From an optimization exercise on the open Yosys and OpenROAD flow, aimed at small area, a short achievable clock period and few clock cycles per item; shortcuts taken in it are not production practice. Where RTL was checked, it was by simulation tests only, not by an equivalence proof against the original. Power is estimated from default activity; no workload was simulated.

## systolic_pe
module systolic_pe(
  clk, reset, cntrl,
  i_stb, o_stb, i_busy, o_busy,
  data_in, weight_in, acc_in,
  acc_out, data_out, weight_out
);
Settings: LEC_CHECK=0, ABC_AREA=1, CAP_MARGIN=20, CORE_MARGIN=2, CORE_UTILIZATION=40, SETUP_SLACK_MARGIN=1.5, SLEW_MARGIN=20; clock period 5.0 ns.
standard.sh (not shown) runs the stock make flow with config.mk's settings and CLKGATE_MAP_FILE= SYNTH_SCRIPT=/design/flow/synth_recipe.tcl, a recipe that flattens the netlist after the stock synthesis.
==> flow/flow/run.sh <==
#!/bin/bash
# The standard layout, with two changes: Yosys's synth runs without its quick
# internal abc pass (so the full adders extract without inverters; the final
# abc mapping still runs), and the port buffers are plain buffer cells.
set -euo pipefail
export SYNTH_ARGS="-noabc"
export BUFFER_PORTS_ARGS="-buffer_cell sky130_fd_sc_hd__buf_1"
export CTS_ARGS="-sink_clustering_enable -repair_clock_nets -dont_use_dummy_load"
bash standard.sh finish > standard_flow.log 2>&1
==> next run, changes <==
--- a/flow/design.v
+++ b/flow/design.v
@@ -200,51 +200,51 @@
   wire fa45_c = (fa22_c & fa33_s) | (fa22_c & fa32_c) | (fa33_s & fa32_c);
   wire fa46_s = fa23_c ^ fa34_s ^ fa33_c;
   wire fa46_c = (fa23_c & fa34_s) | (fa23_c & fa33_c) | (fa34_s & fa33_c);
   wire fa47_s = acc_in[14] ^ pp7_7 ^ fa34_c;
   wire fa47_c = (acc_in[14] & pp7_7) | (acc_in[14] & fa34_c) | (pp7_7 & fa34_c);
   wire [16:0] row0 = {1'b0, fa47_c, fa46_c, fa45_c, fa44_c, fa43_c, fa42_c, fa41_c, fa40_c, fa39_c, fa38_c, fa37_c, fa36_c, fa35_c, ha7_c, pp1_0, acc_in[0]};
   wire [16:0] row1 = {1'b0, acc_in[15], fa47_s, fa46_s, fa45_s, fa44_s, fa43_s, fa42_s, fa41_s, fa40_s, fa39_s, fa38_s, fa37_s, fa36_s, fa35_s, ha7_s, pp0_0};
   wire top = row0[16] | row1[16];
   reg [7:0]  data_r;
   reg [7:0]  weight_r;
   reg [15:0] acc_hi_r;
-  wire [8:0] sum_lo = row0[7:0] + row1[7:0];
-  reg  [7:0] sum_lo_r;
-  reg  [16:8] row0_r;
-  reg  [15:8] row1_r;
+  wire [7:0] sum_lo = row0[6:0] + row1[6:0];
+  reg  [6:0] sum_lo_r;
+  reg  [16:7] row0_r;
+  reg  [15:7] row1_r;
   reg  cin_r;
   always @(posedge clk) begin
     if (load) begin
       data_r   <= data_in;
       weight_r <= weight_in;
       acc_hi_r <= acc_in[31:16];
-      sum_lo_r <= sum_lo[7:0];
-      cin_r    <= sum_lo[8];
-      row0_r   <= {top, row0[15:8]};
-      row1_r   <= row1[15:8];
+      sum_lo_r <= sum_lo[6:0];
+      cin_r    <= sum_lo[7];
+      row0_r   <= {top, row0[15:7]};
+      row1_r   <= row1[15:7];
     end
   end
-  wire [9:0] mid = {row0_r[15:8], cin_r} + {row1_r[15:8], cin_r};
-  wire inc = mid[9] | row0_r[16];
+  wire [10:0] mid = {row0_r[15:7], cin_r} + {row1_r[15:7], cin_r};
+  wire inc = mid[10] | row0_r[16];
   wire [15:0] all1;
   assign all1[0] = 1'b1;
   assign all1[1] = &acc_hi_r[0:0];
   assign all1[2] = &acc_hi_r[1:0];
   assign all1[3] = &acc_hi_r[2:0];
   assign all1[4] = &acc_hi_r[3:0];
   assign all1[5] = &acc_hi_r[4:0];
   assign all1[6] = &acc_hi_r[5:0];
   assign all1[7] = &acc_hi_r[6:0];
   assign all1[8] = &acc_hi_r[7:0];
   assign all1[9] = &acc_hi_r[8:0];
   assign all1[10] = &acc_hi_r[9:0];
   assign all1[11] = &acc_hi_r[10:0];
   assign all1[12] = &acc_hi_r[11:0];
   assign all1[13] = &acc_hi_r[12:0];
   assign all1[14] = &acc_hi_r[13:0];
   assign all1[15] = &acc_hi_r[14:0];
   wire [15:0] hi = acc_hi_r ^ (all1 & {16{inc}});
-  assign acc_out    = {hi, mid[8:1], sum_lo_r};
+  assign acc_out    = {hi, mid[9:1], sum_lo_r};
   assign data_out   = data_r;
   assign weight_out = weight_r;
 endmodule
Hold slack improved by 0.021 ns.
Design area stays flat.
Global-route usage decreases by 0.25 points.
Clock-buffer cell count stays the same.
Critical path depth decreases by 1.
Sequential power increases by about 2%.
Power increases by 8.0%.
Setup slack improved by 0.13 ns.
Synthesized area increases by 1.4%.
Register-to-register slack hardly moves.
Clock power increases by 50%.
Testbench counts after the change, summed over its fixed seeds: cycles 2,056, items 2,048.
Function not checked in the first run of this note: the RTL went through the layout flow alone.


systolic_pe, a different RTL version from the one above (not shown whole).
Size in the first run: about 300 cells after synthesis, roughly 57 flip-flops, ~4100 µm² of cells after synthesis.
clock: 5.0 ns
lec_check: 0
cap_margin: 20
core_margin: 2
core_utilization: 40
setup_slack_margin: 1.5
slew_margin: 20
Scripts as last shown in full above: flow/flow/run.sh
Change:
--- a/flow/design.v
+++ b/flow/design.v
@@ -201,50 +201,50 @@
   wire fa46_s = fa23_c ^ fa34_s ^ fa33_c;
   wire fa46_c = (fa23_c & fa34_s) | (fa23_c & fa33_c) | (fa34_s & fa33_c);
   wire fa47_s = acc_in[14] ^ pp7_7 ^ fa34_c;
   wire fa47_c = (acc_in[14] & pp7_7) | (acc_in[14] & fa34_c) | (pp7_7 & fa34_c);
   wire [16:0] row0 = {1'b0, fa47_c, fa46_c, fa45_c, fa44_c, fa43_c, fa42_c, fa41_c, fa40_c, fa39_c, fa38_c, fa37_c, fa36_c, fa35_c, ha7_c, pp1_0, acc_in[0]};
   wire [16:0] row1 = {1'b0, acc_in[15], fa47_s, fa46_s, fa45_s, fa44_s, fa43_s, fa42_s, fa41_s, fa40_s, fa39_s, fa38_s, fa37_s, fa36_s, fa35_s, ha7_s, pp0_0};
   wire top = row0[16] | row1[16];
   reg [7:0]  data_r;
   reg [7:0]  weight_r;
   reg [15:0] acc_hi_r;
-  wire [9:0] sum_lo = row0[8:0] + row1[8:0];
-  reg  [8:0] sum_lo_r;
-  reg  [16:9] row0_r;
-  reg  [15:9] row1_r;
+  wire [7:0] sum_lo = row0[6:0] + row1[6:0];
+  reg  [6:0] sum_lo_r;
+  reg  [16:7] row0_r;
+  reg  [15:7] row1_r;
   reg  cin_r;
   always @(posedge clk) begin
     if (load) begin
       data_r   <= data_in;
       weight_r <= weight_in;
       acc_hi_r <= acc_in[31:16];
-      sum_lo_r <= sum_lo[8:0];
-      cin_r    <= sum_lo[9];
-      row0_r   <= {top, row0[15:9]};
-      row1_r   <= row1[15:9];
+      sum_lo_r <= sum_lo[6:0];
+      cin_r    <= sum_lo[7];
+      row0_r   <= {top, row0[15:7]};
+      row1_r   <= row1[15:7];
     end
   end
-  wire [8:0] mid = {row0_r[15:9], cin_r} + {row1_r[15:9], cin_r};
-  wire inc = mid[8] | row0_r[16];
+  wire [10:0] mid = {row0_r[15:7], cin_r} + {row1_r[15:7], cin_r};
+  wire inc = mid[10] | row0_r[16];
   wire [15:0] all1;
   assign all1[0] = 1'b1;
   assign all1[1] = &acc_hi_r[0:0];
   assign all1[2] = &acc_hi_r[1:0];
   assign all1[3] = &acc_hi_r[2:0];
   assign all1[4] = &acc_hi_r[3:0];
   assign all1[5] = &acc_hi_r[4:0];
   assign all1[6] = &acc_hi_r[5:0];
   assign all1[7] = &acc_hi_r[6:0];
   assign all1[8] = &acc_hi_r[7:0];
   assign all1[9] = &acc_hi_r[8:0];
   assign all1[10] = &acc_hi_r[9:0];
   assign all1[11] = &acc_hi_r[10:0];
   assign all1[12] = &acc_hi_r[11:0];
   assign all1[13] = &acc_hi_r[12:0];
   assign all1[14] = &acc_hi_r[13:0];
   assign all1[15] = &acc_hi_r[14:0];
   wire [15:0] hi = acc_hi_r ^ (all1 & {16{inc}});
-  assign acc_out    = {hi, mid[7:1], sum_lo_r};
+  assign acc_out    = {hi, mid[9:1], sum_lo_r};
   assign data_out   = data_r;
   assign weight_out = weight_r;
 endmodule
After rerunning:
- The new run completed with no timing, DRC or antenna violations
- hold slack hardly moves
- total power decreases by 9.4%
- clock-buffer cell count does not change
- sequential power increases by about 0.7%
- wire length decreases by 8.7%
- final cell count decreases by 2.8%
- maximum frequency increases by 12%
- cell area decreases by 7.9%
Testbench counts after the change, summed over its fixed seeds: cycles 2,056, items 2,048.
Only the layout flow was run in the first run of this note; the RTL was not checked for function there.


the reference run:
systolic_pe, a different RTL version from the one above (not shown whole).
Size in the first run: ~310 cells after synthesis, about 61 flip-flops, about 100 I/O pins.
==> flow/config.mk <==
export PLATFORM = sky130hd
export DESIGN_NAME = systolic_pe
export DESIGN_NICKNAME = systolic_pe
export VERILOG_FILES = /design/flow/design.v
export SDC_FILE = /design/flow/constraint.sdc
export NUM_CORES = 4
export LEC_CHECK = 0
export CAP_MARGIN = 20
export CORE_MARGIN = 2
export CORE_UTILIZATION = 40
export SETUP_SLACK_MARGIN = 0
export SLEW_MARGIN = 20
==> flow/constraint.sdc <==
create_clock -name core_clock -period 5.0 [get_ports {clk}]
set_input_delay 1.0000 -clock core_clock [delete_from_list [all_inputs] [get_ports {clk}]]
set_output_delay 1.0000 -clock core_clock [all_outputs]
set_load 0.01 [all_outputs]
==> flow/flow/run.sh <==
#!/bin/bash
# The standard layout, with two changes: Yosys's synth runs without its quick
# internal abc pass (so the full adders extract without inverters; the final
# abc mapping still runs), and the port buffers are plain buffer cells.
set -euo pipefail
export SYNTH_ARGS="-noabc"
export BUFFER_PORTS_ARGS="-buffer_cell sky130_fd_sc_hd__buf_2"
bash standard.sh finish > standard_flow.log 2>&1
The reference run: full flow OK, the timing, design-rule and antenna checks passed
The inputs of the trial run differ from those of the reference run as listed below.
diff --git a/flow/design.v b/flow/design.v
--- a/flow/design.v
+++ b/flow/design.v
@@ -203,34 +203,34 @@
   wire fa47_s = acc_in[14] ^ pp7_7 ^ fa34_c;
   wire fa47_c = (acc_in[14] & pp7_7) | (acc_in[14] & fa34_c) | (pp7_7 & fa34_c);
   wire [16:0] row0 = {1'b0, fa47_c, fa46_c, fa45_c, fa44_c, fa43_c, fa42_c, fa41_c, fa40_c, fa39_c, fa38_c, fa37_c, fa36_c, fa35_c, ha7_c, pp1_0, acc_in[0]};
   wire [16:0] row1 = {1'b0, acc_in[15], fa47_s, fa46_s, fa45_s, fa44_s, fa43_s, fa42_s, fa41_s, fa40_s, fa39_s, fa38_s, fa37_s, fa36_s, fa35_s, ha7_s, pp0_0};
   wire top = row0[16] | row1[16];
   reg [7:0]  data_r;
   reg [7:0]  weight_r;
   reg [15:0] acc_hi_r;
-  wire [5:0] sum_lo = row0[4:0] + row1[4:0];
-  reg  [4:0] sum_lo_r;
-  reg  [16:5] row0_r;
-  reg  [15:5] row1_r;
+  wire [8:0] sum_lo = row0[7:0] + row1[7:0];
+  reg  [7:0] sum_lo_r;
+  reg  [16:8] row0_r;
+  reg  [15:8] row1_r;
   reg  cin_r;
   always @(posedge clk) begin
     if (load) begin
       data_r   <= data_in;
       weight_r <= weight_in;
       acc_hi_r <= acc_in[31:16];
-      sum_lo_r <= sum_lo[4:0];
-      cin_r    <= sum_lo[5];
-      row0_r   <= {top, row0[15:5]};
-      row1_r   <= row1[15:5];
+      sum_lo_r <= sum_lo[7:0];
+      cin_r    <= sum_lo[8];
+      row0_r   <= {top, row0[15:8]};
+      row1_r   <= row1[15:8];
     end
   end
-  wire [12:0] mid = {row0_r[15:5], cin_r} + {row1_r[15:5], cin_r};
-  wire inc = mid[12] | row0_r[16];
+  wire [9:0] mid = {row0_r[15:8], cin_r} + {row1_r[15:8], cin_r};
+  wire inc = mid[9] | row0_r[16];
   wire [15:0] all1;
   assign all1[0] = 1'b1;
   assign all1[1] = &acc_hi_r[0:0];
   assign all1[2] = &acc_hi_r[1:0];
   assign all1[3] = &acc_hi_r[2:0];
   assign all1[4] = &acc_hi_r[3:0];
   assign all1[5] = &acc_hi_r[4:0];
   assign all1[6] = &acc_hi_r[5:0];
@@ -239,12 +239,12 @@
   assign all1[9] = &acc_hi_r[8:0];
   assign all1[10] = &acc_hi_r[9:0];
   assign all1[11] = &acc_hi_r[10:0];
   assign all1[12] = &acc_hi_r[11:0];
   assign all1[13] = &acc_hi_r[12:0];
   assign all1[14] = &acc_hi_r[13:0];
   assign all1[15] = &acc_hi_r[14:0];
   wire [15:0] hi = acc_hi_r ^ (all1 & {16{inc}});
-  assign acc_out    = {hi, mid[11:1], sum_lo_r};
+  assign acc_out    = {hi, mid[8:1], sum_lo_r};
   assign data_out   = data_r;
   assign weight_out = weight_r;
 endmodule
Notes after the runs:
Between the trial run and the reference run, the difference in depth of the critical timing path with buffers and inverters included is negligible.
Compared with the reference run, the trial run shows largest incremental delay on the critical path higher by 50 ps.
| utilization after layout | lower: the trial run |
Lower sequential cell count goes to the trial run over the reference run.
The trial run did not stop at any stage, and its layout met the timing, design-rule and antenna checks.
The trial run vs the reference run on total power: the trial run is the lower one.
Against the reference run, the trial run comes in 2 lower on count of clock-buffer cells in the layout.
No run of this note included a check of the RTL's function; only the layout flow was run.


== job 101 ==
RTL: one of the versions met above, not the one the previous note started from.
Size: ~310 cells after synthesis, ~59 flip-flops, about 4200 um2 of cells after synthesis.
==> flow/config.mk <==
export PLATFORM = sky130hd
export DESIGN_NAME = systolic_pe
export DESIGN_NICKNAME = systolic_pe
export VERILOG_FILES = /design/flow/design.v
export SDC_FILE = /design/flow/constraint.sdc
export NUM_CORES = 4
export LEC_CHECK = 0
export CAP_MARGIN = 20
export CORE_MARGIN = 2
export CORE_UTILIZATION = 40
export SETUP_SLACK_MARGIN = 1.3
export SLEW_MARGIN = 20
==> flow/constraint.sdc <==
create_clock -name core_clock -period 5.0 [get_ports {clk}]
set_input_delay 1.0000 -clock core_clock [delete_from_list [all_inputs] [get_ports {clk}]]
set_output_delay 1.0000 -clock core_clock [all_outputs]
set_load 0.01 [all_outputs]
==> flow/flow/run.sh <==
#!/bin/bash
# The standard layout, with two changes: Yosys's synth runs without its quick
# internal abc pass (so the full adders extract without inverters; the final
# abc mapping still runs), and the port buffers are plain buffer cells.
set -euo pipefail
export SYNTH_ARGS="-noabc"
export BUFFER_PORTS_ARGS="-buffer_cell sky130_fd_sc_hd__buf_1"
export CTS_ARGS="-sink_clustering_enable -repair_clock_nets -dont_use_dummy_load"
bash standard.sh finish > standard_flow.log 2>&1
Job 101 did not stop at any stage, and its layout met the timing, design-rule and antenna checks.
Testbench counts of job 101, summed over its fixed seeds: cycles 2,056, items 2,048.
[inputs] job 102 vs job 101
-- flow/design.v --
<<< job 101, line 209
  reg [7:0]  weight_r;
  reg [15:0] acc_hi_r;
  wire [7:0] sum_lo = row0[6:0] + row1[6:0];
  reg  [6:0] sum_lo_r;
  reg  [16:7] row0_r;
  reg  [15:7] row1_r;
  reg  cin_r;
  always @(posedge clk) begin
>>> job 102, line 209
  reg [7:0]  weight_r;
  reg [15:0] acc_hi_r;
  wire [8:0] sum_lo = row0[7:0] + row1[7:0];
  reg  [7:0] sum_lo_r;
  reg  [16:8] row0_r;
  reg  [15:8] row1_r;
  reg  cin_r;
  always @(posedge clk) begin
<<< job 101, line 219
      weight_r <= weight_in;
      acc_hi_r <= acc_in[31:16];
      sum_lo_r <= sum_lo[6:0];
      cin_r    <= sum_lo[7];
      row0_r   <= {top, row0[15:7]};
      row1_r   <= row1[15:7];
    end
  end
  wire [10:0] mid = {row0_r[15:7], cin_r} + {row1_r[15:7], cin_r};
  wire inc = mid[10] | row0_r[16];
  wire [15:0] all1;
  assign all1[0] = 1'b1;
>>> job 102, line 219
      weight_r <= weight_in;
      acc_hi_r <= acc_in[31:16];
      sum_lo_r <= sum_lo[7:0];
      cin_r    <= sum_lo[8];
      row0_r   <= {top, row0[15:8]};
      row1_r   <= row1[15:8];
    end
  end
  wire [9:0] mid = {row0_r[15:8], cin_r} + {row1_r[15:8], cin_r};
  wire inc = mid[9] | row0_r[16];
  wire [15:0] all1;
  assign all1[0] = 1'b1;
<<< job 101, line 245
  assign all1[15] = &acc_hi_r[14:0];
  wire [15:0] hi = acc_hi_r ^ (all1 & {16{inc}});
  assign acc_out    = {hi, mid[9:1], sum_lo_r};
  assign data_out   = data_r;
  assign weight_out = weight_r;
>>> job 102, line 245
  assign all1[15] = &acc_hi_r[14:0];
  wire [15:0] hi = acc_hi_r ^ (all1 & {16{inc}});
  assign acc_out    = {hi, mid[8:1], sum_lo_r};
  assign data_out   = data_r;
  assign weight_out = weight_r;
Notes after the runs:
Job 102 vs job 101: part of the total power dissipated in the clock network up
Against job 101, via-per-instance ratio in job 102 fell slightly.
Going from job 101 to job 102, effective utilization at floorplan decreased 0.26 points; worst stage delay on the critical path fell by 0.03 ns.
In the reports for job 102 and job 101, the smaller worst-case headroom to the max-slew limit belongs to job 102.
Compared with job 101, maximum number of pins on one net before global-route repair in job 102 decreased slightly.
When job 102 is measured against job 101, its sequential power turns out about 2% lower.
Job 102 vs. job 101: instance count of the mapped netlist went down by 4.
Job 102 ends up with a clock period minus final worst setup slack that is 0.012 ns higher than in job 101.
Aggregate global-route resource usage (lower): job 101
Job 102: flip-flop and latch count is 1 lower than what job 101 reported.
Diff job 101 -> job 102: met1 capacity usage during global routing increased 1.2 points; worst setup slack lost 0.012 ns; number of cells on the worst reg-to-reg path saw little to no change.
The RTL of job 102 was laid out without a check of its function.

afterwards: timing with drivers on the ports:
Ports are ideal in the flow. The routed layouts listed here were re-timed in OpenROAD.
Step 1 (the two cells are an assumption about what drives the block):
set clk [get_ports {clk}]
set_driving_cell -lib_cell sky130_fd_sc_hd__clkbuf_16 $clk
set_driving_cell -lib_cell sky130_fd_sc_hd__buf_2 [delete_from_list [all_inputs] $clk]
Step 2 moves the port delays by t, midway between the first and last clock arrival at a register: inputs arrive t later, outputs are due t later. That takes back most of the time a late clock gives input paths.
Three values: ideal, step 1, step 2; two values: the first two.
run | t (ns) | setup WS [ns] | cell pins on the clock port's net
the first run of note 1 | 0.360 | 1.474 / 1.484 / 1.123 | 1
the second run of note 1 | 0.349 | 1.603 / 1.614 / 1.265 | 1
the first run of note 2 | 0.356 | 1.152 / 1.133 / 0.778 | 1
the second run of note 2 | 0.362 | 1.566 / 1.579 / 1.217 | 1
the reference run | 0.379 | 0.967 / 0.932 / 1.310 | 1
the trial run | 0.364 | 1.372 / 1.379 / 1.015 | 1
job 101 | 0.350 | 1.406 / 1.414 / 1.064 | 1
job 102 | 0.359 | 1.393 / 1.402 / 1.042 | 1
After both steps every run listed still meets setup and hold. The setup slack of the first run of note 2, which loses most, moves by -0.019 ns with the drivers and by -0.374 ns with both steps.
